From an optimization exercise on the open Yosys and OpenROAD flow, aimed at small area and a short achievable clock period; shortcuts taken in it are not production practice.
At most, simulation tests tie the RTL to the original design; equivalence was not proved.
Only the layout flow was run in run 2; the RTL was not checked for function there.

==> flow/design.v (outline; a module is shown in full before it is edited, if it fits) <==
// module full_adder: 6 lines
// module half_adder: 6 lines
// module times3: 15 lines
// module fir_pp_gen: 178 lines
// module sel3: 3 lines
// module sel2: 3 lines
// module fir_filter_16_tap: 2331 lines
module fir_filter_16_tap (
    input clk,
    input rst,
    input [15:0] x_in,
    input [15:0] h0, h1, h2, h3, h4, h5, h6, h7,
    input [15:0] h8, h9, h10, h11, h12, h13, h14, h15,
    output reg [31:0] y_out
);
  // ...
==> flow/flow/run.sh <==
#!/bin/bash
set -euo pipefail
MARGIN=${SETUP_MARGIN_NS:-11.5}
bash standard.sh \
  "BUFFER_PORTS_ARGS=-buffer_cell sky130_fd_sc_hd__buf_2" \
  "SETUP_SLACK_MARGIN=$MARGIN" \
  finish > flow_make.log 2>&1
==> flow/standard.sh <==
#!/bin/bash
# synth_recipe.tcl (not shown) runs the flow's synth.tcl, then flattens the netlist and writes it again
# the make line also repeats each setting of config.mk as NAME=value (left out here)
make -C /OpenROAD-flow-scripts/flow DESIGN_CONFIG=/design/flow/config.mk WORK_HOME=/design/flow/orfs CLKGATE_MAP_FILE= SYNTH_SCRIPT=/design/flow/synth_recipe.tcl "${@:-finish}"
==> flow/config.mk <==
export PLATFORM = sky130hd
export DESIGN_NAME = fir_filter_16_tap
export DESIGN_NICKNAME = fir_filter_16_tap
export VERILOG_FILES = /design/flow/design.v
export SDC_FILE = /design/flow/constraint.sdc
export NUM_CORES = 8
export LEC_CHECK = 0
export CAP_MARGIN = 20
export CORE_MARGIN = 2
export CORE_UTILIZATION = 30
export SLEW_MARGIN = 20
export SYNTH_HIERARCHICAL = 1
==> flow/constraint.sdc <==
create_clock -name core_clock -period 25.0 [get_ports {clk}]
set_input_delay 5.0000 -clock core_clock [delete_from_list [all_inputs] [get_ports {clk}]]
set_output_delay 5.0000 -clock core_clock [all_outputs]
set_load 0.01 [all_outputs]
==> summary.md, run 1 <==
| Metric | Value |
|---|---|
| Status | finished clean |
| CP startpoint kind | primary input |
| Synthesized area | around 0.084 mm2 |
| Syn Inst Count | 5955 |
| GRT Overall Usage | roughly 40% |
| Pins over their slew limit | 0 |
| RR Endpoint | y_out[30] |
| Synth Warn # | 7 |
| Worst hold start | tap13[0] |
| Die X | 534 um |
| Max-area cell class | multi-input gates |
| Hold Path End | tap14[0] |
| Worst EP arrival | 14.34 ns |
| Finished Cell Area | slightly below 0.1 mm2 |
| Sequential fraction of total cell area | 7.30% |
| CP max-delay cell | nor2b_2 |
| GPL Wtd Cong | between 1 and 1.5 |
| Max Freq | approximately 73 MHz |
| Peak fanout along the critical path | 15 |
| Hold buffer count at CTS | 0 |
| Core Region | roughly 0.28 mm2 |
| Worst slew margin | a little over a tenth |
| Metal-1 WL | roughly 200000 um |
| Layout cells sized above 1 | 25.6% |
==> run 2: changes to the inputs <==
--- a/flow/design.v
+++ b/flow/design.v
@@ -27,193 +27,211 @@
 endmodule
 module fir_pp_gen (
     input  [15:0] a,
     input  [15:0] h,
     output [144:0] nb
 );
     wire [17:0] t;    
     times3 u_t3 (.a(a), .t(t));
-    wire d1_0 = ~h[1] &  h[0];
-    wire d2_0 =  h[1] & ~h[0];
-    wire d3_0 =  h[1] &  h[0];
-    wire d1_1 = ~h[3] &  h[2];
-    wire d2_1 =  h[3] & ~h[2];
-    wire d3_1 =  h[3] &  h[2];
-    wire d1_2 = ~h[5] &  h[4];
-    wire d2_2 =  h[5] & ~h[4];
-    wire d3_2 =  h[5] &  h[4];
-    wire d1_3 = ~h[7] &  h[6];
-    wire d2_3 =  h[7] & ~h[6];
-    wire d3_3 =  h[7] &  h[6];
-    wire d1_4 = ~h[9] &  h[8];
-    wire d2_4 =  h[9] & ~h[8];
-    wire d3_4 =  h[9] &  h[8];
-    wire d1_5 = ~h[11] &  h[10];
-    wire d2_5 =  h[11] & ~h[10];
-    wire d3_5 =  h[11] &  h[10];
-    wire d1_6 = ~h[13] &  h[12];
-    wire d2_6 =  h[13] & ~h[12];
-    wire d3_6 =  h[13] &  h[12];
+    wire d1_0_0, d2_0_0, d3_0_0;
+    dec_u u_dec0_0 (.h1(h[1]), .h0(h[0]), .d1(d1_0_0), .d2(d2_0_0), .d3(d3_0_0));
+    wire d1_0_1, d2_0_1, d3_0_1;
+    dec_u u_dec0_1 (.h1(h[1]), .h0(h[0]), .d1(d1_0_1), .d2(d2_0_1), .d3(d3_0_1));
+    wire d1_1_0, d2_1_0, d3_1_0;
+    dec_u u_dec1_0 (.h1(h[3]), .h0(h[2]), .d1(d1_1_0), .d2(d2_1_0), .d3(d3_1_0));
+    wire d1_1_1, d2_1_1, d3_1_1;
+    dec_u u_dec1_1 (.h1(h[3]), .h0(h[2]), .d1(d1_1_1), .d2(d2_1_1), .d3(d3_1_1));
+    wire d1_2_0, d2_2_0, d3_2_0;
+    dec_u u_dec2_0 (.h1(h[5]), .h0(h[4]), .d1(d1_2_0), .d2(d2_2_0), .d3(d3_2_0));
+    wire d1_2_1, d2_2_1, d3_2_1;
+    dec_u u_dec2_1 (.h1(h[5]), .h0(h[4]), .d1(d1_2_1), .d2(d2_2_1), .d3(d3_2_1));
+    wire d1_3_0, d2_3_0, d3_3_0;
+    dec_u u_dec3_0 (.h1(h[7]), .h0(h[6]), .d1(d1_3_0), .d2(d2_3_0), .d3(d3_3_0));
+    wire d1_3_1, d2_3_1, d3_3_1;
+    dec_u u_dec3_1 (.h1(h[7]), .h0(h[6]), .d1(d1_3_1), .d2(d2_3_1), .d3(d3_3_1));
+    wire d1_4_0, d2_4_0, d3_4_0;
+    dec_u u_dec4_0 (.h1(h[9]), .h0(h[8]), .d1(d1_4_0), .d2(d2_4_0), .d3(d3_4_0));
+    wire d1_4_1, d2_4_1, d3_4_1;
+    dec_u u_dec4_1 (.h1(h[9]), .h0(h[8]), .d1(d1_4_1), .d2(d2_4_1), .d3(d3_4_1));
+    wire d1_5_0, d2_5_0, d3_5_0;
+    dec_u u_dec5_0 (.h1(h[11]), .h0(h[10]), .d1(d1_5_0), .d2(d2_5_0), .d3(d3_5_0));
+    wire d1_5_1, d2_5_1, d3_5_1;
+    dec_u u_dec5_1 (.h1(h[11]), .h0(h[10]), .d1(d1_5_1), .d2(d2_5_1), .d3(d3_5_1));
+    wire d1_6_0, d2_6_0, d3_6_0;
+    dec_u u_dec6_0 (.h1(h[13]), .h0(h[12]), .d1(d1_6_0), .d2(d2_6_0), .d3(d3_6_0));
+    wire d1_6_1, d2_6_1, d3_6_1;
+    dec_u u_dec6_1 (.h1(h[13]), .h0(h[12]), .d1(d1_6_1), .d2(d2_6_1), .d3(d3_6_1));
     assign nb[0] = ~(h[0] & a[0]);
-    sel3 s0_1 (.d1(d1_0), .x1(a[1]), .d2(d2_0), .x2(a[0]), .d3(d3_0), .x3(t[1]), .y(nb[1]));
-    sel3 s0_2 (.d1(d1_0), .x1(a[2]), .d2(d2_0), .x2(a[1]), .d3(d3_0), .x3(t[2]), .y(nb[2]));
-    sel3 s0_3 (.d1(d1_0), .x1(a[3]), .d2(d2_0), .x2(a[2]), .d3(d3_0), .x3(t[3]), .y(nb[3]));
-    sel3 s0_4 (.d1(d1_0), .x1(a[4]), .d2(d2_0), .x2(a[3]), .d3(d3_0), .x3(t[4]), .y(nb[4]));
-    sel3 s0_5 (.d1(d1_0), .x1(a[5]), .d2(d2_0), .x2(a[4]), .d3(d3_0), .x3(t[5]), .y(nb[5]));
-    sel3 s0_6 (.d1(d1_0), .x1(a[6]), .d2(d2_0), .x2(a[5]), .d3(d3_0), .x3(t[6]), .y(nb[6]));
-    sel3 s0_7 (.d1(d1_0), .x1(a[7]), .d2(d2_0), .x2(a[6]), .d3(d3_0), .x3(t[7]), .y(nb[7]));
-    sel3 s0_8 (.d1(d1_0), .x1(a[8]), .d2(d2_0), .x2(a[7]), .d3(d3_0), .x3(t[8]), .y(nb[8]));
-    sel3 s0_9 (.d1(d1_0), .x1(a[9]), .d2(d2_0), .x2(a[8]), .d3(d3_0), .x3(t[9]), .y(nb[9]));
-    sel3 s0_10 (.d1(d1_0), .x1(a[10]), .d2(d2_0), .x2(a[9]), .d3(d3_0), .x3(t[10]), .y(nb[10]));
-    sel3 s0_11 (.d1(d1_0), .x1(a[11]), .d2(d2_0), .x2(a[10]), .d3(d3_0), .x3(t[11]), .y(nb[11]));
-    sel3 s0_12 (.d1(d1_0), .x1(a[12]), .d2(d2_0), .x2(a[11]), .d3(d3_0), .x3(t[12]), .y(nb[12]));
-    sel3 s0_13 (.d1(d1_0), .x1(a[13]), .d2(d2_0), .x2(a[12]), .d3(d3_0), .x3(t[13]), .y(nb[13]));
-    sel3 s0_14 (.d1(d1_0), .x1(a[14]), .d2(d2_0), .x2(a[13]), .d3(d3_0), .x3(t[14]), .y(nb[14]));
-    sel3 s0_15 (.d1(d1_0), .x1(a[15]), .d2(d2_0), .x2(a[14]), .d3(d3_0), .x3(t[15]), .y(nb[15]));
-    sel2 s0_16 (.d1(d2_0), .x1(a[15]), .d2(d3_0), .x2(t[16]), .y(nb[16]));
-    assign nb[17] = ~(d3_0 & t[17]);
+    sel3 s0_1 (.d1(d1_0_0), .x1(a[1]), .d2(d2_0_0), .x2(a[0]), .d3(d3_0_0), .x3(t[1]), .y(nb[1]));
+    sel3 s0_2 (.d1(d1_0_0), .x1(a[2]), .d2(d2_0_0), .x2(a[1]), .d3(d3_0_0), .x3(t[2]), .y(nb[2]));
+    sel3 s0_3 (.d1(d1_0_0), .x1(a[3]), .d2(d2_0_0), .x2(a[2]), .d3(d3_0_0), .x3(t[3]), .y(nb[3]));
+    sel3 s0_4 (.d1(d1_0_0), .x1(a[4]), .d2(d2_0_0), .x2(a[3]), .d3(d3_0_0), .x3(t[4]), .y(nb[4]));
+    sel3 s0_5 (.d1(d1_0_0), .x1(a[5]), .d2(d2_0_0), .x2(a[4]), .d3(d3_0_0), .x3(t[5]), .y(nb[5]));
+    sel3 s0_6 (.d1(d1_0_0), .x1(a[6]), .d2(d2_0_0), .x2(a[5]), .d3(d3_0_0), .x3(t[6]), .y(nb[6]));
+    sel3 s0_7 (.d1(d1_0_0), .x1(a[7]), .d2(d2_0_0), .x2(a[6]), .d3(d3_0_0), .x3(t[7]), .y(nb[7]));
+    sel3 s0_8 (.d1(d1_0_0), .x1(a[8]), .d2(d2_0_0), .x2(a[7]), .d3(d3_0_0), .x3(t[8]), .y(nb[8]));
+    sel3 s0_9 (.d1(d1_0_1), .x1(a[9]), .d2(d2_0_1), .x2(a[8]), .d3(d3_0_1), .x3(t[9]), .y(nb[9]));
+    sel3 s0_10 (.d1(d1_0_1), .x1(a[10]), .d2(d2_0_1), .x2(a[9]), .d3(d3_0_1), .x3(t[10]), .y(nb[10]));
+    sel3 s0_11 (.d1(d1_0_1), .x1(a[11]), .d2(d2_0_1), .x2(a[10]), .d3(d3_0_1), .x3(t[11]), .y(nb[11]));
+    sel3 s0_12 (.d1(d1_0_1), .x1(a[12]), .d2(d2_0_1), .x2(a[11]), .d3(d3_0_1), .x3(t[12]), .y(nb[12]));
+    sel3 s0_13 (.d1(d1_0_1), .x1(a[13]), .d2(d2_0_1), .x2(a[12]), .d3(d3_0_1), .x3(t[13]), .y(nb[13]));
+    sel3 s0_14 (.d1(d1_0_1), .x1(a[14]), .d2(d2_0_1), .x2(a[13]), .d3(d3_0_1), .x3(t[14]), .y(nb[14]));
+    sel3 s0_15 (.d1(d1_0_1), .x1(a[15]), .d2(d2_0_1), .x2(a[14]), .d3(d3_0_1), .x3(t[15]), .y(nb[15]));
+    sel2 s0_16 (.d1(d2_0_1), .x1(a[15]), .d2(d3_0_1), .x2(t[16]), .y(nb[16]));
+    assign nb[17] = ~(d3_0_1 & t[17]);
     assign nb[18] = ~(h[2] & a[0]);
-    sel3 s1_1 (.d1(d1_1), .x1(a[1]), .d2(d2_1), .x2(a[0]), .d3(d3_1), .x3(t[1]), .y(nb[19]));
-    sel3 s1_2 (.d1(d1_1), .x1(a[2]), .d2(d2_1), .x2(a[1]), .d3(d3_1), .x3(t[2]), .y(nb[20]));
-    sel3 s1_3 (.d1(d1_1), .x1(a[3]), .d2(d2_1), .x2(a[2]), .d3(d3_1), .x3(t[3]), .y(nb[21]));
-    sel3 s1_4 (.d1(d1_1), .x1(a[4]), .d2(d2_1), .x2(a[3]), .d3(d3_1), .x3(t[4]), .y(nb[22]));
-    sel3 s1_5 (.d1(d1_1), .x1(a[5]), .d2(d2_1), .x2(a[4]), .d3(d3_1), .x3(t[5]), .y(nb[23]));
-    sel3 s1_6 (.d1(d1_1), .x1(a[6]), .d2(d2_1), .x2(a[5]), .d3(d3_1), .x3(t[6]), .y(nb[24]));
-    sel3 s1_7 (.d1(d1_1), .x1(a[7]), .d2(d2_1), .x2(a[6]), .d3(d3_1), .x3(t[7]), .y(nb[25]));
-    sel3 s1_8 (.d1(d1_1), .x1(a[8]), .d2(d2_1), .x2(a[7]), .d3(d3_1), .x3(t[8]), .y(nb[26]));
-    sel3 s1_9 (.d1(d1_1), .x1(a[9]), .d2(d2_1), .x2(a[8]), .d3(d3_1), .x3(t[9]), .y(nb[27]));
-    sel3 s1_10 (.d1(d1_1), .x1(a[10]), .d2(d2_1), .x2(a[9]), .d3(d3_1), .x3(t[10]), .y(nb[28]));
-    sel3 s1_11 (.d1(d1_1), .x1(a[11]), .d2(d2_1), .x2(a[10]), .d3(d3_1), .x3(t[11]), .y(nb[29]));
-    sel3 s1_12 (.d1(d1_1), .x1(a[12]), .d2(d2_1), .x2(a[11]), .d3(d3_1), .x3(t[12]), .y(nb[30]));
-    sel3 s1_13 (.d1(d1_1), .x1(a[13]), .d2(d2_1), .x2(a[12]), .d3(d3_1), .x3(t[13]), .y(nb[31]));
-    sel3 s1_14 (.d1(d1_1), .x1(a[14]), .d2(d2_1), .x2(a[13]), .d3(d3_1), .x3(t[14]), .y(nb[32]));
-    sel3 s1_15 (.d1(d1_1), .x1(a[15]), .d2(d2_1), .x2(a[14]), .d3(d3_1), .x3(t[15]), .y(nb[33]));
-    sel2 s1_16 (.d1(d2_1), .x1(a[15]), .d2(d3_1), .x2(t[16]), .y(nb[34]));
-    assign nb[35] = ~(d3_1 & t[17]);
+    sel3 s1_1 (.d1(d1_1_0), .x1(a[1]), .d2(d2_1_0), .x2(a[0]), .d3(d3_1_0), .x3(t[1]), .y(nb[19]));
+    sel3 s1_2 (.d1(d1_1_0), .x1(a[2]), .d2(d2_1_0), .x2(a[1]), .d3(d3_1_0), .x3(t[2]), .y(nb[20]));
+    sel3 s1_3 (.d1(d1_1_0), .x1(a[3]), .d2(d2_1_0), .x2(a[2]), .d3(d3_1_0), .x3(t[3]), .y(nb[21]));
+    sel3 s1_4 (.d1(d1_1_0), .x1(a[4]), .d2(d2_1_0), .x2(a[3]), .d3(d3_1_0), .x3(t[4]), .y(nb[22]));
+    sel3 s1_5 (.d1(d1_1_0), .x1(a[5]), .d2(d2_1_0), .x2(a[4]), .d3(d3_1_0), .x3(t[5]), .y(nb[23]));
+    sel3 s1_6 (.d1(d1_1_0), .x1(a[6]), .d2(d2_1_0), .x2(a[5]), .d3(d3_1_0), .x3(t[6]), .y(nb[24]));
+    sel3 s1_7 (.d1(d1_1_0), .x1(a[7]), .d2(d2_1_0), .x2(a[6]), .d3(d3_1_0), .x3(t[7]), .y(nb[25]));
+    sel3 s1_8 (.d1(d1_1_0), .x1(a[8]), .d2(d2_1_0), .x2(a[7]), .d3(d3_1_0), .x3(t[8]), .y(nb[26]));
+    sel3 s1_9 (.d1(d1_1_1), .x1(a[9]), .d2(d2_1_1), .x2(a[8]), .d3(d3_1_1), .x3(t[9]), .y(nb[27]));
+    sel3 s1_10 (.d1(d1_1_1), .x1(a[10]), .d2(d2_1_1), .x2(a[9]), .d3(d3_1_1), .x3(t[10]), .y(nb[28]));
+    sel3 s1_11 (.d1(d1_1_1), .x1(a[11]), .d2(d2_1_1), .x2(a[10]), .d3(d3_1_1), .x3(t[11]), .y(nb[29]));
+    sel3 s1_12 (.d1(d1_1_1), .x1(a[12]), .d2(d2_1_1), .x2(a[11]), .d3(d3_1_1), .x3(t[12]), .y(nb[30]));
+    sel3 s1_13 (.d1(d1_1_1), .x1(a[13]), .d2(d2_1_1), .x2(a[12]), .d3(d3_1_1), .x3(t[13]), .y(nb[31]));
+    sel3 s1_14 (.d1(d1_1_1), .x1(a[14]), .d2(d2_1_1), .x2(a[13]), .d3(d3_1_1), .x3(t[14]), .y(nb[32]));
+    sel3 s1_15 (.d1(d1_1_1), .x1(a[15]), .d2(d2_1_1), .x2(a[14]), .d3(d3_1_1), .x3(t[15]), .y(nb[33]));
+    sel2 s1_16 (.d1(d2_1_1), .x1(a[15]), .d2(d3_1_1), .x2(t[16]), .y(nb[34]));
+    assign nb[35] = ~(d3_1_1 & t[17]);
     assign nb[36] = ~(h[4] & a[0]);
-    sel3 s2_1 (.d1(d1_2), .x1(a[1]), .d2(d2_2), .x2(a[0]), .d3(d3_2), .x3(t[1]), .y(nb[37]));
-    sel3 s2_2 (.d1(d1_2), .x1(a[2]), .d2(d2_2), .x2(a[1]), .d3(d3_2), .x3(t[2]), .y(nb[38]));
-    sel3 s2_3 (.d1(d1_2), .x1(a[3]), .d2(d2_2), .x2(a[2]), .d3(d3_2), .x3(t[3]), .y(nb[39]));
-    sel3 s2_4 (.d1(d1_2), .x1(a[4]), .d2(d2_2), .x2(a[3]), .d3(d3_2), .x3(t[4]), .y(nb[40]));
-    sel3 s2_5 (.d1(d1_2), .x1(a[5]), .d2(d2_2), .x2(a[4]), .d3(d3_2), .x3(t[5]), .y(nb[41]));
-    sel3 s2_6 (.d1(d1_2), .x1(a[6]), .d2(d2_2), .x2(a[5]), .d3(d3_2), .x3(t[6]), .y(nb[42]));
-    sel3 s2_7 (.d1(d1_2), .x1(a[7]), .d2(d2_2), .x2(a[6]), .d3(d3_2), .x3(t[7]), .y(nb[43]));
-    sel3 s2_8 (.d1(d1_2), .x1(a[8]), .d2(d2_2), .x2(a[7]), .d3(d3_2), .x3(t[8]), .y(nb[44]));
-    sel3 s2_9 (.d1(d1_2), .x1(a[9]), .d2(d2_2), .x2(a[8]), .d3(d3_2), .x3(t[9]), .y(nb[45]));
-    sel3 s2_10 (.d1(d1_2), .x1(a[10]), .d2(d2_2), .x2(a[9]), .d3(d3_2), .x3(t[10]), .y(nb[46]));
-    sel3 s2_11 (.d1(d1_2), .x1(a[11]), .d2(d2_2), .x2(a[10]), .d3(d3_2), .x3(t[11]), .y(nb[47]));
-    sel3 s2_12 (.d1(d1_2), .x1(a[12]), .d2(d2_2), .x2(a[11]), .d3(d3_2), .x3(t[12]), .y(nb[48]));
-    sel3 s2_13 (.d1(d1_2), .x1(a[13]), .d2(d2_2), .x2(a[12]), .d3(d3_2), .x3(t[13]), .y(nb[49]));
-    sel3 s2_14 (.d1(d1_2), .x1(a[14]), .d2(d2_2), .x2(a[13]), .d3(d3_2), .x3(t[14]), .y(nb[50]));
-    sel3 s2_15 (.d1(d1_2), .x1(a[15]), .d2(d2_2), .x2(a[14]), .d3(d3_2), .x3(t[15]), .y(nb[51]));
-    sel2 s2_16 (.d1(d2_2), .x1(a[15]), .d2(d3_2), .x2(t[16]), .y(nb[52]));
-    assign nb[53] = ~(d3_2 & t[17]);
+    sel3 s2_1 (.d1(d1_2_0), .x1(a[1]), .d2(d2_2_0), .x2(a[0]), .d3(d3_2_0), .x3(t[1]), .y(nb[37]));
+    sel3 s2_2 (.d1(d1_2_0), .x1(a[2]), .d2(d2_2_0), .x2(a[1]), .d3(d3_2_0), .x3(t[2]), .y(nb[38]));
+    sel3 s2_3 (.d1(d1_2_0), .x1(a[3]), .d2(d2_2_0), .x2(a[2]), .d3(d3_2_0), .x3(t[3]), .y(nb[39]));
+    sel3 s2_4 (.d1(d1_2_0), .x1(a[4]), .d2(d2_2_0), .x2(a[3]), .d3(d3_2_0), .x3(t[4]), .y(nb[40]));
+    sel3 s2_5 (.d1(d1_2_0), .x1(a[5]), .d2(d2_2_0), .x2(a[4]), .d3(d3_2_0), .x3(t[5]), .y(nb[41]));
+    sel3 s2_6 (.d1(d1_2_0), .x1(a[6]), .d2(d2_2_0), .x2(a[5]), .d3(d3_2_0), .x3(t[6]), .y(nb[42]));
+    sel3 s2_7 (.d1(d1_2_0), .x1(a[7]), .d2(d2_2_0), .x2(a[6]), .d3(d3_2_0), .x3(t[7]), .y(nb[43]));
+    sel3 s2_8 (.d1(d1_2_0), .x1(a[8]), .d2(d2_2_0), .x2(a[7]), .d3(d3_2_0), .x3(t[8]), .y(nb[44]));
+    sel3 s2_9 (.d1(d1_2_1), .x1(a[9]), .d2(d2_2_1), .x2(a[8]), .d3(d3_2_1), .x3(t[9]), .y(nb[45]));
+    sel3 s2_10 (.d1(d1_2_1), .x1(a[10]), .d2(d2_2_1), .x2(a[9]), .d3(d3_2_1), .x3(t[10]), .y(nb[46]));
+    sel3 s2_11 (.d1(d1_2_1), .x1(a[11]), .d2(d2_2_1), .x2(a[10]), .d3(d3_2_1), .x3(t[11]), .y(nb[47]));
+    sel3 s2_12 (.d1(d1_2_1), .x1(a[12]), .d2(d2_2_1), .x2(a[11]), .d3(d3_2_1), .x3(t[12]), .y(nb[48]));
+    sel3 s2_13 (.d1(d1_2_1), .x1(a[13]), .d2(d2_2_1), .x2(a[12]), .d3(d3_2_1), .x3(t[13]), .y(nb[49]));
+    sel3 s2_14 (.d1(d1_2_1), .x1(a[14]), .d2(d2_2_1), .x2(a[13]), .d3(d3_2_1), .x3(t[14]), .y(nb[50]));
+    sel3 s2_15 (.d1(d1_2_1), .x1(a[15]), .d2(d2_2_1), .x2(a[14]), .d3(d3_2_1), .x3(t[15]), .y(nb[51]));
+    sel2 s2_16 (.d1(d2_2_1), .x1(a[15]), .d2(d3_2_1), .x2(t[16]), .y(nb[52]));
+    assign nb[53] = ~(d3_2_1 & t[17]);
     assign nb[54] = ~(h[6] & a[0]);
-    sel3 s3_1 (.d1(d1_3), .x1(a[1]), .d2(d2_3), .x2(a[0]), .d3(d3_3), .x3(t[1]), .y(nb[55]));
-    sel3 s3_2 (.d1(d1_3), .x1(a[2]), .d2(d2_3), .x2(a[1]), .d3(d3_3), .x3(t[2]), .y(nb[56]));
-    sel3 s3_3 (.d1(d1_3), .x1(a[3]), .d2(d2_3), .x2(a[2]), .d3(d3_3), .x3(t[3]), .y(nb[57]));
-    sel3 s3_4 (.d1(d1_3), .x1(a[4]), .d2(d2_3), .x2(a[3]), .d3(d3_3), .x3(t[4]), .y(nb[58]));
-    sel3 s3_5 (.d1(d1_3), .x1(a[5]), .d2(d2_3), .x2(a[4]), .d3(d3_3), .x3(t[5]), .y(nb[59]));
-    sel3 s3_6 (.d1(d1_3), .x1(a[6]), .d2(d2_3), .x2(a[5]), .d3(d3_3), .x3(t[6]), .y(nb[60]));
-    sel3 s3_7 (.d1(d1_3), .x1(a[7]), .d2(d2_3), .x2(a[6]), .d3(d3_3), .x3(t[7]), .y(nb[61]));
-    sel3 s3_8 (.d1(d1_3), .x1(a[8]), .d2(d2_3), .x2(a[7]), .d3(d3_3), .x3(t[8]), .y(nb[62]));
-    sel3 s3_9 (.d1(d1_3), .x1(a[9]), .d2(d2_3), .x2(a[8]), .d3(d3_3), .x3(t[9]), .y(nb[63]));
-    sel3 s3_10 (.d1(d1_3), .x1(a[10]), .d2(d2_3), .x2(a[9]), .d3(d3_3), .x3(t[10]), .y(nb[64]));
-    sel3 s3_11 (.d1(d1_3), .x1(a[11]), .d2(d2_3), .x2(a[10]), .d3(d3_3), .x3(t[11]), .y(nb[65]));
-    sel3 s3_12 (.d1(d1_3), .x1(a[12]), .d2(d2_3), .x2(a[11]), .d3(d3_3), .x3(t[12]), .y(nb[66]));
-    sel3 s3_13 (.d1(d1_3), .x1(a[13]), .d2(d2_3), .x2(a[12]), .d3(d3_3), .x3(t[13]), .y(nb[67]));
-    sel3 s3_14 (.d1(d1_3), .x1(a[14]), .d2(d2_3), .x2(a[13]), .d3(d3_3), .x3(t[14]), .y(nb[68]));
-    sel3 s3_15 (.d1(d1_3), .x1(a[15]), .d2(d2_3), .x2(a[14]), .d3(d3_3), .x3(t[15]), .y(nb[69]));
-    sel2 s3_16 (.d1(d2_3), .x1(a[15]), .d2(d3_3), .x2(t[16]), .y(nb[70]));
-    assign nb[71] = ~(d3_3 & t[17]);
+    sel3 s3_1 (.d1(d1_3_0), .x1(a[1]), .d2(d2_3_0), .x2(a[0]), .d3(d3_3_0), .x3(t[1]), .y(nb[55]));
+    sel3 s3_2 (.d1(d1_3_0), .x1(a[2]), .d2(d2_3_0), .x2(a[1]), .d3(d3_3_0), .x3(t[2]), .y(nb[56]));
+    sel3 s3_3 (.d1(d1_3_0), .x1(a[3]), .d2(d2_3_0), .x2(a[2]), .d3(d3_3_0), .x3(t[3]), .y(nb[57]));
+    sel3 s3_4 (.d1(d1_3_0), .x1(a[4]), .d2(d2_3_0), .x2(a[3]), .d3(d3_3_0), .x3(t[4]), .y(nb[58]));
+    sel3 s3_5 (.d1(d1_3_0), .x1(a[5]), .d2(d2_3_0), .x2(a[4]), .d3(d3_3_0), .x3(t[5]), .y(nb[59]));
+    sel3 s3_6 (.d1(d1_3_0), .x1(a[6]), .d2(d2_3_0), .x2(a[5]), .d3(d3_3_0), .x3(t[6]), .y(nb[60]));
+    sel3 s3_7 (.d1(d1_3_0), .x1(a[7]), .d2(d2_3_0), .x2(a[6]), .d3(d3_3_0), .x3(t[7]), .y(nb[61]));
+    sel3 s3_8 (.d1(d1_3_0), .x1(a[8]), .d2(d2_3_0), .x2(a[7]), .d3(d3_3_0), .x3(t[8]), .y(nb[62]));
+    sel3 s3_9 (.d1(d1_3_1), .x1(a[9]), .d2(d2_3_1), .x2(a[8]), .d3(d3_3_1), .x3(t[9]), .y(nb[63]));
+    sel3 s3_10 (.d1(d1_3_1), .x1(a[10]), .d2(d2_3_1), .x2(a[9]), .d3(d3_3_1), .x3(t[10]), .y(nb[64]));
+    sel3 s3_11 (.d1(d1_3_1), .x1(a[11]), .d2(d2_3_1), .x2(a[10]), .d3(d3_3_1), .x3(t[11]), .y(nb[65]));
+    sel3 s3_12 (.d1(d1_3_1), .x1(a[12]), .d2(d2_3_1), .x2(a[11]), .d3(d3_3_1), .x3(t[12]), .y(nb[66]));
+    sel3 s3_13 (.d1(d1_3_1), .x1(a[13]), .d2(d2_3_1), .x2(a[12]), .d3(d3_3_1), .x3(t[13]), .y(nb[67]));
+    sel3 s3_14 (.d1(d1_3_1), .x1(a[14]), .d2(d2_3_1), .x2(a[13]), .d3(d3_3_1), .x3(t[14]), .y(nb[68]));
+    sel3 s3_15 (.d1(d1_3_1), .x1(a[15]), .d2(d2_3_1), .x2(a[14]), .d3(d3_3_1), .x3(t[15]), .y(nb[69]));
+    sel2 s3_16 (.d1(d2_3_1), .x1(a[15]), .d2(d3_3_1), .x2(t[16]), .y(nb[70]));
+    assign nb[71] = ~(d3_3_1 & t[17]);
     assign nb[72] = ~(h[8] & a[0]);
-    sel3 s4_1 (.d1(d1_4), .x1(a[1]), .d2(d2_4), .x2(a[0]), .d3(d3_4), .x3(t[1]), .y(nb[73]));
-    sel3 s4_2 (.d1(d1_4), .x1(a[2]), .d2(d2_4), .x2(a[1]), .d3(d3_4), .x3(t[2]), .y(nb[74]));
-    sel3 s4_3 (.d1(d1_4), .x1(a[3]), .d2(d2_4), .x2(a[2]), .d3(d3_4), .x3(t[3]), .y(nb[75]));
-    sel3 s4_4 (.d1(d1_4), .x1(a[4]), .d2(d2_4), .x2(a[3]), .d3(d3_4), .x3(t[4]), .y(nb[76]));
-    sel3 s4_5 (.d1(d1_4), .x1(a[5]), .d2(d2_4), .x2(a[4]), .d3(d3_4), .x3(t[5]), .y(nb[77]));
-    sel3 s4_6 (.d1(d1_4), .x1(a[6]), .d2(d2_4), .x2(a[5]), .d3(d3_4), .x3(t[6]), .y(nb[78]));
-    sel3 s4_7 (.d1(d1_4), .x1(a[7]), .d2(d2_4), .x2(a[6]), .d3(d3_4), .x3(t[7]), .y(nb[79]));
-    sel3 s4_8 (.d1(d1_4), .x1(a[8]), .d2(d2_4), .x2(a[7]), .d3(d3_4), .x3(t[8]), .y(nb[80]));
-    sel3 s4_9 (.d1(d1_4), .x1(a[9]), .d2(d2_4), .x2(a[8]), .d3(d3_4), .x3(t[9]), .y(nb[81]));
-    sel3 s4_10 (.d1(d1_4), .x1(a[10]), .d2(d2_4), .x2(a[9]), .d3(d3_4), .x3(t[10]), .y(nb[82]));
-    sel3 s4_11 (.d1(d1_4), .x1(a[11]), .d2(d2_4), .x2(a[10]), .d3(d3_4), .x3(t[11]), .y(nb[83]));
-    sel3 s4_12 (.d1(d1_4), .x1(a[12]), .d2(d2_4), .x2(a[11]), .d3(d3_4), .x3(t[12]), .y(nb[84]));
-    sel3 s4_13 (.d1(d1_4), .x1(a[13]), .d2(d2_4), .x2(a[12]), .d3(d3_4), .x3(t[13]), .y(nb[85]));
-    sel3 s4_14 (.d1(d1_4), .x1(a[14]), .d2(d2_4), .x2(a[13]), .d3(d3_4), .x3(t[14]), .y(nb[86]));
-    sel3 s4_15 (.d1(d1_4), .x1(a[15]), .d2(d2_4), .x2(a[14]), .d3(d3_4), .x3(t[15]), .y(nb[87]));
-    sel2 s4_16 (.d1(d2_4), .x1(a[15]), .d2(d3_4), .x2(t[16]), .y(nb[88]));
-    assign nb[89] = ~(d3_4 & t[17]);
+    sel3 s4_1 (.d1(d1_4_0), .x1(a[1]), .d2(d2_4_0), .x2(a[0]), .d3(d3_4_0), .x3(t[1]), .y(nb[73]));
+    sel3 s4_2 (.d1(d1_4_0), .x1(a[2]), .d2(d2_4_0), .x2(a[1]), .d3(d3_4_0), .x3(t[2]), .y(nb[74]));
+    sel3 s4_3 (.d1(d1_4_0), .x1(a[3]), .d2(d2_4_0), .x2(a[2]), .d3(d3_4_0), .x3(t[3]), .y(nb[75]));
+    sel3 s4_4 (.d1(d1_4_0), .x1(a[4]), .d2(d2_4_0), .x2(a[3]), .d3(d3_4_0), .x3(t[4]), .y(nb[76]));
+    sel3 s4_5 (.d1(d1_4_0), .x1(a[5]), .d2(d2_4_0), .x2(a[4]), .d3(d3_4_0), .x3(t[5]), .y(nb[77]));
+    sel3 s4_6 (.d1(d1_4_0), .x1(a[6]), .d2(d2_4_0), .x2(a[5]), .d3(d3_4_0), .x3(t[6]), .y(nb[78]));
+    sel3 s4_7 (.d1(d1_4_0), .x1(a[7]), .d2(d2_4_0), .x2(a[6]), .d3(d3_4_0), .x3(t[7]), .y(nb[79]));
+    sel3 s4_8 (.d1(d1_4_0), .x1(a[8]), .d2(d2_4_0), .x2(a[7]), .d3(d3_4_0), .x3(t[8]), .y(nb[80]));
+    sel3 s4_9 (.d1(d1_4_1), .x1(a[9]), .d2(d2_4_1), .x2(a[8]), .d3(d3_4_1), .x3(t[9]), .y(nb[81]));
+    sel3 s4_10 (.d1(d1_4_1), .x1(a[10]), .d2(d2_4_1), .x2(a[9]), .d3(d3_4_1), .x3(t[10]), .y(nb[82]));
+    sel3 s4_11 (.d1(d1_4_1), .x1(a[11]), .d2(d2_4_1), .x2(a[10]), .d3(d3_4_1), .x3(t[11]), .y(nb[83]));
+    sel3 s4_12 (.d1(d1_4_1), .x1(a[12]), .d2(d2_4_1), .x2(a[11]), .d3(d3_4_1), .x3(t[12]), .y(nb[84]));
+    sel3 s4_13 (.d1(d1_4_1), .x1(a[13]), .d2(d2_4_1), .x2(a[12]), .d3(d3_4_1), .x3(t[13]), .y(nb[85]));
+    sel3 s4_14 (.d1(d1_4_1), .x1(a[14]), .d2(d2_4_1), .x2(a[13]), .d3(d3_4_1), .x3(t[14]), .y(nb[86]));
+    sel3 s4_15 (.d1(d1_4_1), .x1(a[15]), .d2(d2_4_1), .x2(a[14]), .d3(d3_4_1), .x3(t[15]), .y(nb[87]));
+    sel2 s4_16 (.d1(d2_4_1), .x1(a[15]), .d2(d3_4_1), .x2(t[16]), .y(nb[88]));
+    assign nb[89] = ~(d3_4_1 & t[17]);
     assign nb[90] = ~(h[10] & a[0]);
-    sel3 s5_1 (.d1(d1_5), .x1(a[1]), .d2(d2_5), .x2(a[0]), .d3(d3_5), .x3(t[1]), .y(nb[91]));
-    sel3 s5_2 (.d1(d1_5), .x1(a[2]), .d2(d2_5), .x2(a[1]), .d3(d3_5), .x3(t[2]), .y(nb[92]));
-    sel3 s5_3 (.d1(d1_5), .x1(a[3]), .d2(d2_5), .x2(a[2]), .d3(d3_5), .x3(t[3]), .y(nb[93]));
-    sel3 s5_4 (.d1(d1_5), .x1(a[4]), .d2(d2_5), .x2(a[3]), .d3(d3_5), .x3(t[4]), .y(nb[94]));
-    sel3 s5_5 (.d1(d1_5), .x1(a[5]), .d2(d2_5), .x2(a[4]), .d3(d3_5), .x3(t[5]), .y(nb[95]));
-    sel3 s5_6 (.d1(d1_5), .x1(a[6]), .d2(d2_5), .x2(a[5]), .d3(d3_5), .x3(t[6]), .y(nb[96]));
-    sel3 s5_7 (.d1(d1_5), .x1(a[7]), .d2(d2_5), .x2(a[6]), .d3(d3_5), .x3(t[7]), .y(nb[97]));
-    sel3 s5_8 (.d1(d1_5), .x1(a[8]), .d2(d2_5), .x2(a[7]), .d3(d3_5), .x3(t[8]), .y(nb[98]));
-    sel3 s5_9 (.d1(d1_5), .x1(a[9]), .d2(d2_5), .x2(a[8]), .d3(d3_5), .x3(t[9]), .y(nb[99]));
-    sel3 s5_10 (.d1(d1_5), .x1(a[10]), .d2(d2_5), .x2(a[9]), .d3(d3_5), .x3(t[10]), .y(nb[100]));
-    sel3 s5_11 (.d1(d1_5), .x1(a[11]), .d2(d2_5), .x2(a[10]), .d3(d3_5), .x3(t[11]), .y(nb[101]));
-    sel3 s5_12 (.d1(d1_5), .x1(a[12]), .d2(d2_5), .x2(a[11]), .d3(d3_5), .x3(t[12]), .y(nb[102]));
-    sel3 s5_13 (.d1(d1_5), .x1(a[13]), .d2(d2_5), .x2(a[12]), .d3(d3_5), .x3(t[13]), .y(nb[103]));
-    sel3 s5_14 (.d1(d1_5), .x1(a[14]), .d2(d2_5), .x2(a[13]), .d3(d3_5), .x3(t[14]), .y(nb[104]));
-    sel3 s5_15 (.d1(d1_5), .x1(a[15]), .d2(d2_5), .x2(a[14]), .d3(d3_5), .x3(t[15]), .y(nb[105]));
-    sel2 s5_16 (.d1(d2_5), .x1(a[15]), .d2(d3_5), .x2(t[16]), .y(nb[106]));
-    assign nb[107] = ~(d3_5 & t[17]);
+    sel3 s5_1 (.d1(d1_5_0), .x1(a[1]), .d2(d2_5_0), .x2(a[0]), .d3(d3_5_0), .x3(t[1]), .y(nb[91]));
+    sel3 s5_2 (.d1(d1_5_0), .x1(a[2]), .d2(d2_5_0), .x2(a[1]), .d3(d3_5_0), .x3(t[2]), .y(nb[92]));
+    sel3 s5_3 (.d1(d1_5_0), .x1(a[3]), .d2(d2_5_0), .x2(a[2]), .d3(d3_5_0), .x3(t[3]), .y(nb[93]));
+    sel3 s5_4 (.d1(d1_5_0), .x1(a[4]), .d2(d2_5_0), .x2(a[3]), .d3(d3_5_0), .x3(t[4]), .y(nb[94]));
+    sel3 s5_5 (.d1(d1_5_0), .x1(a[5]), .d2(d2_5_0), .x2(a[4]), .d3(d3_5_0), .x3(t[5]), .y(nb[95]));
+    sel3 s5_6 (.d1(d1_5_0), .x1(a[6]), .d2(d2_5_0), .x2(a[5]), .d3(d3_5_0), .x3(t[6]), .y(nb[96]));
+    sel3 s5_7 (.d1(d1_5_0), .x1(a[7]), .d2(d2_5_0), .x2(a[6]), .d3(d3_5_0), .x3(t[7]), .y(nb[97]));
+    sel3 s5_8 (.d1(d1_5_0), .x1(a[8]), .d2(d2_5_0), .x2(a[7]), .d3(d3_5_0), .x3(t[8]), .y(nb[98]));
+    sel3 s5_9 (.d1(d1_5_1), .x1(a[9]), .d2(d2_5_1), .x2(a[8]), .d3(d3_5_1), .x3(t[9]), .y(nb[99]));
+    sel3 s5_10 (.d1(d1_5_1), .x1(a[10]), .d2(d2_5_1), .x2(a[9]), .d3(d3_5_1), .x3(t[10]), .y(nb[100]));
+    sel3 s5_11 (.d1(d1_5_1), .x1(a[11]), .d2(d2_5_1), .x2(a[10]), .d3(d3_5_1), .x3(t[11]), .y(nb[101]));
+    sel3 s5_12 (.d1(d1_5_1), .x1(a[12]), .d2(d2_5_1), .x2(a[11]), .d3(d3_5_1), .x3(t[12]), .y(nb[102]));
+    sel3 s5_13 (.d1(d1_5_1), .x1(a[13]), .d2(d2_5_1), .x2(a[12]), .d3(d3_5_1), .x3(t[13]), .y(nb[103]));
+    sel3 s5_14 (.d1(d1_5_1), .x1(a[14]), .d2(d2_5_1), .x2(a[13]), .d3(d3_5_1), .x3(t[14]), .y(nb[104]));
+    sel3 s5_15 (.d1(d1_5_1), .x1(a[15]), .d2(d2_5_1), .x2(a[14]), .d3(d3_5_1), .x3(t[15]), .y(nb[105]));
+    sel2 s5_16 (.d1(d2_5_1), .x1(a[15]), .d2(d3_5_1), .x2(t[16]), .y(nb[106]));
+    assign nb[107] = ~(d3_5_1 & t[17]);
     assign nb[108] = ~(h[12] & a[0]);
-    sel3 s6_1 (.d1(d1_6), .x1(a[1]), .d2(d2_6), .x2(a[0]), .d3(d3_6), .x3(t[1]), .y(nb[109]));
-    sel3 s6_2 (.d1(d1_6), .x1(a[2]), .d2(d2_6), .x2(a[1]), .d3(d3_6), .x3(t[2]), .y(nb[110]));
-    sel3 s6_3 (.d1(d1_6), .x1(a[3]), .d2(d2_6), .x2(a[2]), .d3(d3_6), .x3(t[3]), .y(nb[111]));
-    sel3 s6_4 (.d1(d1_6), .x1(a[4]), .d2(d2_6), .x2(a[3]), .d3(d3_6), .x3(t[4]), .y(nb[112]));
-    sel3 s6_5 (.d1(d1_6), .x1(a[5]), .d2(d2_6), .x2(a[4]), .d3(d3_6), .x3(t[5]), .y(nb[113]));
-    sel3 s6_6 (.d1(d1_6), .x1(a[6]), .d2(d2_6), .x2(a[5]), .d3(d3_6), .x3(t[6]), .y(nb[114]));
-    sel3 s6_7 (.d1(d1_6), .x1(a[7]), .d2(d2_6), .x2(a[6]), .d3(d3_6), .x3(t[7]), .y(nb[115]));
-    sel3 s6_8 (.d1(d1_6), .x1(a[8]), .d2(d2_6), .x2(a[7]), .d3(d3_6), .x3(t[8]), .y(nb[116]));
-    sel3 s6_9 (.d1(d1_6), .x1(a[9]), .d2(d2_6), .x2(a[8]), .d3(d3_6), .x3(t[9]), .y(nb[117]));
-    sel3 s6_10 (.d1(d1_6), .x1(a[10]), .d2(d2_6), .x2(a[9]), .d3(d3_6), .x3(t[10]), .y(nb[118]));
-    sel3 s6_11 (.d1(d1_6), .x1(a[11]), .d2(d2_6), .x2(a[10]), .d3(d3_6), .x3(t[11]), .y(nb[119]));
-    sel3 s6_12 (.d1(d1_6), .x1(a[12]), .d2(d2_6), .x2(a[11]), .d3(d3_6), .x3(t[12]), .y(nb[120]));
-    sel3 s6_13 (.d1(d1_6), .x1(a[13]), .d2(d2_6), .x2(a[12]), .d3(d3_6), .x3(t[13]), .y(nb[121]));
-    sel3 s6_14 (.d1(d1_6), .x1(a[14]), .d2(d2_6), .x2(a[13]), .d3(d3_6), .x3(t[14]), .y(nb[122]));
-    sel3 s6_15 (.d1(d1_6), .x1(a[15]), .d2(d2_6), .x2(a[14]), .d3(d3_6), .x3(t[15]), .y(nb[123]));
-    sel2 s6_16 (.d1(d2_6), .x1(a[15]), .d2(d3_6), .x2(t[16]), .y(nb[124]));
-    assign nb[125] = ~(d3_6 & t[17]);
-    wire dp1 = ~h[15] &  h[14];
-    wire dm1 =  h[15] &  h[14];
-    wire dm2 =  h[15] & ~h[14];
+    sel3 s6_1 (.d1(d1_6_0), .x1(a[1]), .d2(d2_6_0), .x2(a[0]), .d3(d3_6_0), .x3(t[1]), .y(nb[109]));
+    sel3 s6_2 (.d1(d1_6_0), .x1(a[2]), .d2(d2_6_0), .x2(a[1]), .d3(d3_6_0), .x3(t[2]), .y(nb[110]));
+    sel3 s6_3 (.d1(d1_6_0), .x1(a[3]), .d2(d2_6_0), .x2(a[2]), .d3(d3_6_0), .x3(t[3]), .y(nb[111]));
+    sel3 s6_4 (.d1(d1_6_0), .x1(a[4]), .d2(d2_6_0), .x2(a[3]), .d3(d3_6_0), .x3(t[4]), .y(nb[112]));
+    sel3 s6_5 (.d1(d1_6_0), .x1(a[5]), .d2(d2_6_0), .x2(a[4]), .d3(d3_6_0), .x3(t[5]), .y(nb[113]));
+    sel3 s6_6 (.d1(d1_6_0), .x1(a[6]), .d2(d2_6_0), .x2(a[5]), .d3(d3_6_0), .x3(t[6]), .y(nb[114]));
+    sel3 s6_7 (.d1(d1_6_0), .x1(a[7]), .d2(d2_6_0), .x2(a[6]), .d3(d3_6_0), .x3(t[7]), .y(nb[115]));
+    sel3 s6_8 (.d1(d1_6_0), .x1(a[8]), .d2(d2_6_0), .x2(a[7]), .d3(d3_6_0), .x3(t[8]), .y(nb[116]));
+    sel3 s6_9 (.d1(d1_6_1), .x1(a[9]), .d2(d2_6_1), .x2(a[8]), .d3(d3_6_1), .x3(t[9]), .y(nb[117]));
+    sel3 s6_10 (.d1(d1_6_1), .x1(a[10]), .d2(d2_6_1), .x2(a[9]), .d3(d3_6_1), .x3(t[10]), .y(nb[118]));
+    sel3 s6_11 (.d1(d1_6_1), .x1(a[11]), .d2(d2_6_1), .x2(a[10]), .d3(d3_6_1), .x3(t[11]), .y(nb[119]));
+    sel3 s6_12 (.d1(d1_6_1), .x1(a[12]), .d2(d2_6_1), .x2(a[11]), .d3(d3_6_1), .x3(t[12]), .y(nb[120]));
+    sel3 s6_13 (.d1(d1_6_1), .x1(a[13]), .d2(d2_6_1), .x2(a[12]), .d3(d3_6_1), .x3(t[13]), .y(nb[121]));
+    sel3 s6_14 (.d1(d1_6_1), .x1(a[14]), .d2(d2_6_1), .x2(a[13]), .d3(d3_6_1), .x3(t[14]), .y(nb[122]));
+    sel3 s6_15 (.d1(d1_6_1), .x1(a[15]), .d2(d2_6_1), .x2(a[14]), .d3(d3_6_1), .x3(t[15]), .y(nb[123]));
+    sel2 s6_16 (.d1(d2_6_1), .x1(a[15]), .d2(d3_6_1), .x2(t[16]), .y(nb[124]));
+    assign nb[125] = ~(d3_6_1 & t[17]);
+    wire dp1_0, dm1_0, dm2_0;
+    dec_s u_decs_0 (.h15(h[15]), .h14(h[14]), .dp1(dp1_0), .dm1(dm1_0), .dm2(dm2_0));
+    wire dp1_1, dm1_1, dm2_1;
+    dec_s u_decs_1 (.h15(h[15]), .h14(h[14]), .dp1(dp1_1), .dm1(dm1_1), .dm2(dm2_1));
     wire [15:0] na = ~a;
-    assign nb[126] = ~((dp1 & a[0]) | (dm1 & na[0]) | dm2);
-    sel3 s7_1 (.d1(dp1), .x1(a[1]), .d2(dm1), .x2(na[1]), .d3(dm2), .x3(na[0]), .y(nb[127]));
-    sel3 s7_2 (.d1(dp1), .x1(a[2]), .d2(dm1), .x2(na[2]), .d3(dm2), .x3(na[1]), .y(nb[128]));
-    sel3 s7_3 (.d1(dp1), .x1(a[3]), .d2(dm1), .x2(na[3]), .d3(dm2), .x3(na[2]), .y(nb[129]));
-    sel3 s7_4 (.d1(dp1), .x1(a[4]), .d2(dm1), .x2(na[4]), .d3(dm2), .x3(na[3]), .y(nb[130]));
-    sel3 s7_5 (.d1(dp1), .x1(a[5]), .d2(dm1), .x2(na[5]), .d3(dm2), .x3(na[4]), .y(nb[131]));
-    sel3 s7_6 (.d1(dp1), .x1(a[6]), .d2(dm1), .x2(na[6]), .d3(dm2), .x3(na[5]), .y(nb[132]));
-    sel3 s7_7 (.d1(dp1), .x1(a[7]), .d2(dm1), .x2(na[7]), .d3(dm2), .x3(na[6]), .y(nb[133]));
-    sel3 s7_8 (.d1(dp1), .x1(a[8]), .d2(dm1), .x2(na[8]), .d3(dm2), .x3(na[7]), .y(nb[134]));
-    sel3 s7_9 (.d1(dp1), .x1(a[9]), .d2(dm1), .x2(na[9]), .d3(dm2), .x3(na[8]), .y(nb[135]));
-    sel3 s7_10 (.d1(dp1), .x1(a[10]), .d2(dm1), .x2(na[10]), .d3(dm2), .x3(na[9]), .y(nb[136]));
-    sel3 s7_11 (.d1(dp1), .x1(a[11]), .d2(dm1), .x2(na[11]), .d3(dm2), .x3(na[10]), .y(nb[137]));
-    sel3 s7_12 (.d1(dp1), .x1(a[12]), .d2(dm1), .x2(na[12]), .d3(dm2), .x3(na[11]), .y(nb[138]));
-    sel3 s7_13 (.d1(dp1), .x1(a[13]), .d2(dm1), .x2(na[13]), .d3(dm2), .x3(na[12]), .y(nb[139]));
-    sel3 s7_14 (.d1(dp1), .x1(a[14]), .d2(dm1), .x2(na[14]), .d3(dm2), .x3(na[13]), .y(nb[140]));
-    sel3 s7_15 (.d1(dp1), .x1(a[15]), .d2(dm1), .x2(na[15]), .d3(dm2), .x3(na[14]), .y(nb[141]));
-    assign nb[142] = ~(dm1 | (dm2 & na[15]));
+    assign nb[126] = ~((dp1_0 & a[0]) | (dm1_0 & na[0]) | dm2_0);
+    sel3 s7_1 (.d1(dp1_0), .x1(a[1]), .d2(dm1_0), .x2(na[1]), .d3(dm2_0), .x3(na[0]), .y(nb[127]));
+    sel3 s7_2 (.d1(dp1_0), .x1(a[2]), .d2(dm1_0), .x2(na[2]), .d3(dm2_0), .x3(na[1]), .y(nb[128]));
+    sel3 s7_3 (.d1(dp1_0), .x1(a[3]), .d2(dm1_0), .x2(na[3]), .d3(dm2_0), .x3(na[2]), .y(nb[129]));
+    sel3 s7_4 (.d1(dp1_0), .x1(a[4]), .d2(dm1_0), .x2(na[4]), .d3(dm2_0), .x3(na[3]), .y(nb[130]));
+    sel3 s7_5 (.d1(dp1_0), .x1(a[5]), .d2(dm1_0), .x2(na[5]), .d3(dm2_0), .x3(na[4]), .y(nb[131]));
+    sel3 s7_6 (.d1(dp1_0), .x1(a[6]), .d2(dm1_0), .x2(na[6]), .d3(dm2_0), .x3(na[5]), .y(nb[132]));
+    sel3 s7_7 (.d1(dp1_0), .x1(a[7]), .d2(dm1_0), .x2(na[7]), .d3(dm2_0), .x3(na[6]), .y(nb[133]));
+    sel3 s7_8 (.d1(dp1_0), .x1(a[8]), .d2(dm1_0), .x2(na[8]), .d3(dm2_0), .x3(na[7]), .y(nb[134]));
+    sel3 s7_9 (.d1(dp1_1), .x1(a[9]), .d2(dm1_1), .x2(na[9]), .d3(dm2_1), .x3(na[8]), .y(nb[135]));
+    sel3 s7_10 (.d1(dp1_1), .x1(a[10]), .d2(dm1_1), .x2(na[10]), .d3(dm2_1), .x3(na[9]), .y(nb[136]));
+    sel3 s7_11 (.d1(dp1_1), .x1(a[11]), .d2(dm1_1), .x2(na[11]), .d3(dm2_1), .x3(na[10]), .y(nb[137]));
+    sel3 s7_12 (.d1(dp1_1), .x1(a[12]), .d2(dm1_1), .x2(na[12]), .d3(dm2_1), .x3(na[11]), .y(nb[138]));
+    sel3 s7_13 (.d1(dp1_1), .x1(a[13]), .d2(dm1_1), .x2(na[13]), .d3(dm2_1), .x3(na[12]), .y(nb[139]));
+    sel3 s7_14 (.d1(dp1_1), .x1(a[14]), .d2(dm1_1), .x2(na[14]), .d3(dm2_1), .x3(na[13]), .y(nb[140]));
+    sel3 s7_15 (.d1(dp1_1), .x1(a[15]), .d2(dm1_1), .x2(na[15]), .d3(dm2_1), .x3(na[14]), .y(nb[141]));
+    assign nb[142] = ~(dm1_1 | (dm2_1 & na[15]));
     assign nb[143] = ~h[15];
     assign nb[144] = h[15];
 endmodule
 module sel3 (input d1, x1, d2, x2, d3, x3, output y);
     assign y = ~((d1 & x1) | (d2 & x2) | (d3 & x3));
 endmodule
 module sel2 (input d1, x1, d2, x2, output y);
     assign y = ~((d1 & x1) | (d2 & x2));
 endmodule
+module dec_u (input h1, h0, output d1, d2, d3);
+    assign d1 = ~h1 &  h0;
+    assign d2 =  h1 & ~h0;
+    assign d3 =  h1 &  h0;
+endmodule
+module dec_s (input h15, h14, output dp1, dm1, dm2);
+    assign dp1 = ~h15 &  h14;
+    assign dm1 =  h15 &  h14;
+    assign dm2 =  h15 & ~h14;
+endmodule
 module fir_filter_16_tap (
     input clk,
     input rst,
     input [15:0] x_in,
     input [15:0] h0, h1, h2, h3, h4, h5, h6, h7,
     input [15:0] h8, h9, h10, h11, h12, h13, h14, h15,
     output reg [31:0] y_out
 );
==> flow/flow/run.sh (replaced) <==
#!/bin/bash
set -euo pipefail
MARGIN=${SETUP_MARGIN_NS:-11.5}
bash standard.sh \
  "BUFFER_PORTS_ARGS=-buffer_cell sky130_fd_sc_hd__buf_2" \
  "SETUP_SLACK_MARGIN=$MARGIN" \
  "FASTROUTE_TCL=$PWD/flow/fastroute.tcl" \
  finish > flow_make.log 2>&1
==> flow/flow/fastroute.tcl (new file) <==
# Global-routing capacity derating: met1 and met2 carry most of the cells' pin access, so the
# global router is steered towards met3-met5 to leave the detailed router room there.
set_global_routing_layer_adjustment met1 0.6
set_global_routing_layer_adjustment met2 0.45
set_global_routing_layer_adjustment met3-$::env(MAX_ROUTING_LAYER) 0.1

set_routing_layers -clock $::env(MIN_CLK_ROUTING_LAYER)-$::env(MAX_ROUTING_LAYER)
set_routing_layers -signal $::env(MIN_ROUTING_LAYER)-$::env(MAX_ROUTING_LAYER)
==> summary.md, run 2 <==
| Metric | Value |
|---|---|
| Vias | 79197 (was 82280) |
| Setup TNS | 0 ns (unchanged) |
| Largest net degree at the start of global routing | 59 (was 107) |
| Pins over their slew limit | 0 (unchanged) |
| Synthesized area | 0.0874 mm2 (was 0.0841 mm2) |
| Die Ht | 544 um (was 534 um) |
| Port bufs | 305 (unchanged) |
| # placed instances | 10759 (was 10484) |
| Critical Path RT | 25.69 ns (was 25.67 ns) |
| Worst slew margin | 11.5% (was 10.9%) |
| Max Cap Viol | 0 (unchanged) |
| Final WL | 555000 um (was 585000 um) |
| Layout Nets | 9855 (was 9787) |
| Final worst-path cycle share | 55.2% (was 54.7%) |
| # setup viols final | 0 (unchanged) |
| Worst EP arrival | 14.48 ns (was 14.34 ns) |
| Unrepaired setup endpoints after global routing | yes (unchanged) |
| Global-route wire length before repair | 755000 um (was 775000 um) |
| DRC Markers | 0 (unchanged) |
| Overflow after GRT | 0 (unchanged) |
| CP max-delay cell | a222oi_1 (was nor2b_2) |
| Fin crit period | 13.79 ns (was 13.67 ns) |
| Most frequent cells in the layout | fa_1 (2120), a222oi_1 (1920), fa_2 (349), buf_2 (321), buf_4 (308) (was fa_1 (2058), a222oi_1 (1920), buf_4 (620), fa_2 (411), buf_2 (315)) |
| Cell Count, Final, Fillers Out | 11064 (was 10752) |
| Final Skew | 0.0803 ns (was 0.0528 ns) |
| CTS clock-pin slew for the worst setup and hold paths | 0.07 ns (was 0.06 ns) |
| Max FFs per register | 32 (unchanged) |
| Initial DRC Count | 13202 (was 28192) |
| Syn Area/Cell | 13.8 um2 (was 14.1 um2) |
| Htree depth | 2 (unchanged) |
| Root buffer cell | clkbuf_16 (unchanged) |
| Layout cells sized above 1 | 26.1% (was 25.6%) |
| Wire per inst | 50.1 um (was 54.4 um) |
| GPL Wtd Cong | 1.12 (was 1.09) |
| Commonest non-fill, non-tap cell in the layout | fa_1 (unchanged) |
| Peak fanout along the critical path | 3 (was 15) |
| Via/cell ratio | 7.16 (was 7.65) |
| Hold buffer count at CTS | 0 (unchanged) |
| Max Freq | 72.5 MHz (was 73.2 MHz) |
| Clock Tree Buf Depth | 3 (unchanged) |
| Vias in the first global route | 94535 (was 83020) |
| Die ar. | 0.296 mm2 (was 0.285 mm2) |
| Final ANT Viol Nets | 0 (unchanged) |
| Synth-to-Final Area Change | 14.5% (was 17.9%) |
| Die X | 544 um (was 534 um) |
| Hold Worst Slack | 0.594 ns (was 0.522 ns) |
| Top reg by flops | y_out (unchanged) |
| First-pass DRT Iterations | 17 (was 22) |
| Syn Inst Count | 6341 (was 5955) |
| Crit path capture type | flop (unchanged) |
| Antenna violations before repair | 71 (was 29) |
| Status | finished clean (unchanged) |
| CP most frequent cell | fa_2 (was fa_1) |
| Crit Path Class | flop to flop (was primary input to flop) |
| CTS sink count | 288 (unchanged) |
| FP Rows | 198 (was 194) |
| CP startpoint kind | flop (was primary input) |
| CTS tree | built (unchanged) |
| GRT Overall Usage | 47.8% (was 40.1%) |
| Initial Utilization | 30.1% (about the same) |
| Worst-Margin Slew | 1.32 ns (was 1.33 ns) |
| Core Region | 0.290 mm2 (was 0.279 mm2) |
| Critical Path Max Stage Delay | 0.96 ns (was 1.04 ns) |
| # IOs | 306 (unchanged) |
| CTS Buf Count | 50 (unchanged) |
| Synth Warn # | 7 (unchanged) |
| HPWL after detailed placement | 471000 um (was 461000 um) |
| Worst skew pair latency | 0.80 ns (was 0.78 ns) |
| Final Hold Viols | 0 (unchanged) |
| Hold Path Class | flop to flop (unchanged) |
run 2: changes by cell type in the layout (fill, tap and decap cells not counted), moves of 31 or more:
cell     change
fa_2        -62
and2_1     -111
and2_2     +240
nor2b_1     +82
diode_2     +70
and2b_2    +255
nor2b_2     -31
fa_1        +62
buf_4      -312
run 2: routing by layer:
layer | up-vias | global-route usage [%] | part of all wire (%)
li1 | 28460 | - | -
met1 | 39356 | 60.5 | 28
met2 | 8598 | 62.1 | 35
met3 | 2719 | 37.2 | 22
met4 | 64 | 41.9 | 15
met5 | - | 5.13 | 0.40
run 2: critical path, delay by kind of cell, from the launching register on:
kind / cells / cell delay, ns
adders and majority gates: 27 / 10.85
and+or+nand+nor: 1 / 0.13
xor gates and xnor gates: 1 / 0.21
buffers and inverters: 1 / 0.13
DFF: 1 / 0.40
AOI/OAI and AO/OA: 5 / 1.95
run 2: final cells by class:
class | instances | area (um2)
Multi-Input combinational cell | 5746 | 80400
Timing Repair Buffer | 672 | 4520
Inverter | 287 | 1080
Tap cell | 3900 | 4880
Clock inverter | 26 | 353
Fill cell | 28622 | 190000
Antenna cell | 80 | 200
Clock buffer | 65 | 1380
Sequential cell | 288 | 7250
run 2: what timing repair did:
action                                  4_1_cts  5_1_grt
pin swaps                                   275      205
endpoints found under the setup margin       16       14
resized for setup                           408      120
setup buffers                                79       30
run 2: worst paths after layout:
kind / depth (start not counted) / slack (ns) / end / startpoint
worst min-delay path: 1 / 0.59 / tap14[0] / tap13[0]
worst max-delay path: 35 / 11.21 / y_out[29] / tap10[1]
worst max register to register: 35 / 11.21 / y_out[29] / tap10[1]
max in group asynchronous: 5 / 17.92 / tap0[2] / rst
min in group asynchronous: 2 / 4.31 / tap3[1] / rst
worst min register to register: 1 / 0.59 / tap14[0] / tap13[0]
run 2: stage by stage:
stage | instance area [um2] | setup slack, ns | utilization (%)
2_1_floorplan | 87500 | 11.83 | -
3_3_place_gp | 95300 | 9.71 | 32.8
3_5_place_dp | 95300 | 9.75 | 32.8
4_1_cts | 99000 | 11.30 | 34.1
5_1_grt | 100000 | 11.03 | 34.4
6_report | 100000 | 11.21 | 34.5

-- separate check: timing with driven ports --
How much do the figures lean on ideal ports? The routed layouts below were timed once more, with nothing changed but the port constraints.
Step 1 (the two cells are an assumption about what drives the block):
set clk [get_ports {clk}]
set_driving_cell -lib_cell sky130_fd_sc_hd__clkbuf_16 $clk
set_driving_cell -lib_cell sky130_fd_sc_hd__buf_2 [delete_from_list [all_inputs] $clk]
Step 2 moves the port delays by t, midway between the first and last clock arrival at a register: inputs arrive t later, outputs are due t later. That takes back most of the time a late clock gives input paths.
a / b / c = no drivers / after step 1 / after step 2; a / b = the first two.
| run | t (ns) | setup slack, ns | worst hold slack (ns) | latest minus earliest clock arrival (ns) | worst slew at a driven data input, ns |
|---|---|---|---|---|---|
| run 1 | 0.845 | 11.334 / 11.410 / 10.564 | 0.522 / 0.522 / 0.522 | 0.061 / 0.061 | 0.12 |
| run 2 | 0.862 | 11.210 / 11.210 / 10.465 | 0.594 / 0.594 / 0.594 | 0.080 / 0.080 | 0.28 |
After both steps setup and hold are still met in every run listed. The setup slack of run 1, which loses most, moves by +0.076 ns with the drivers and by -0.770 ns with both steps.
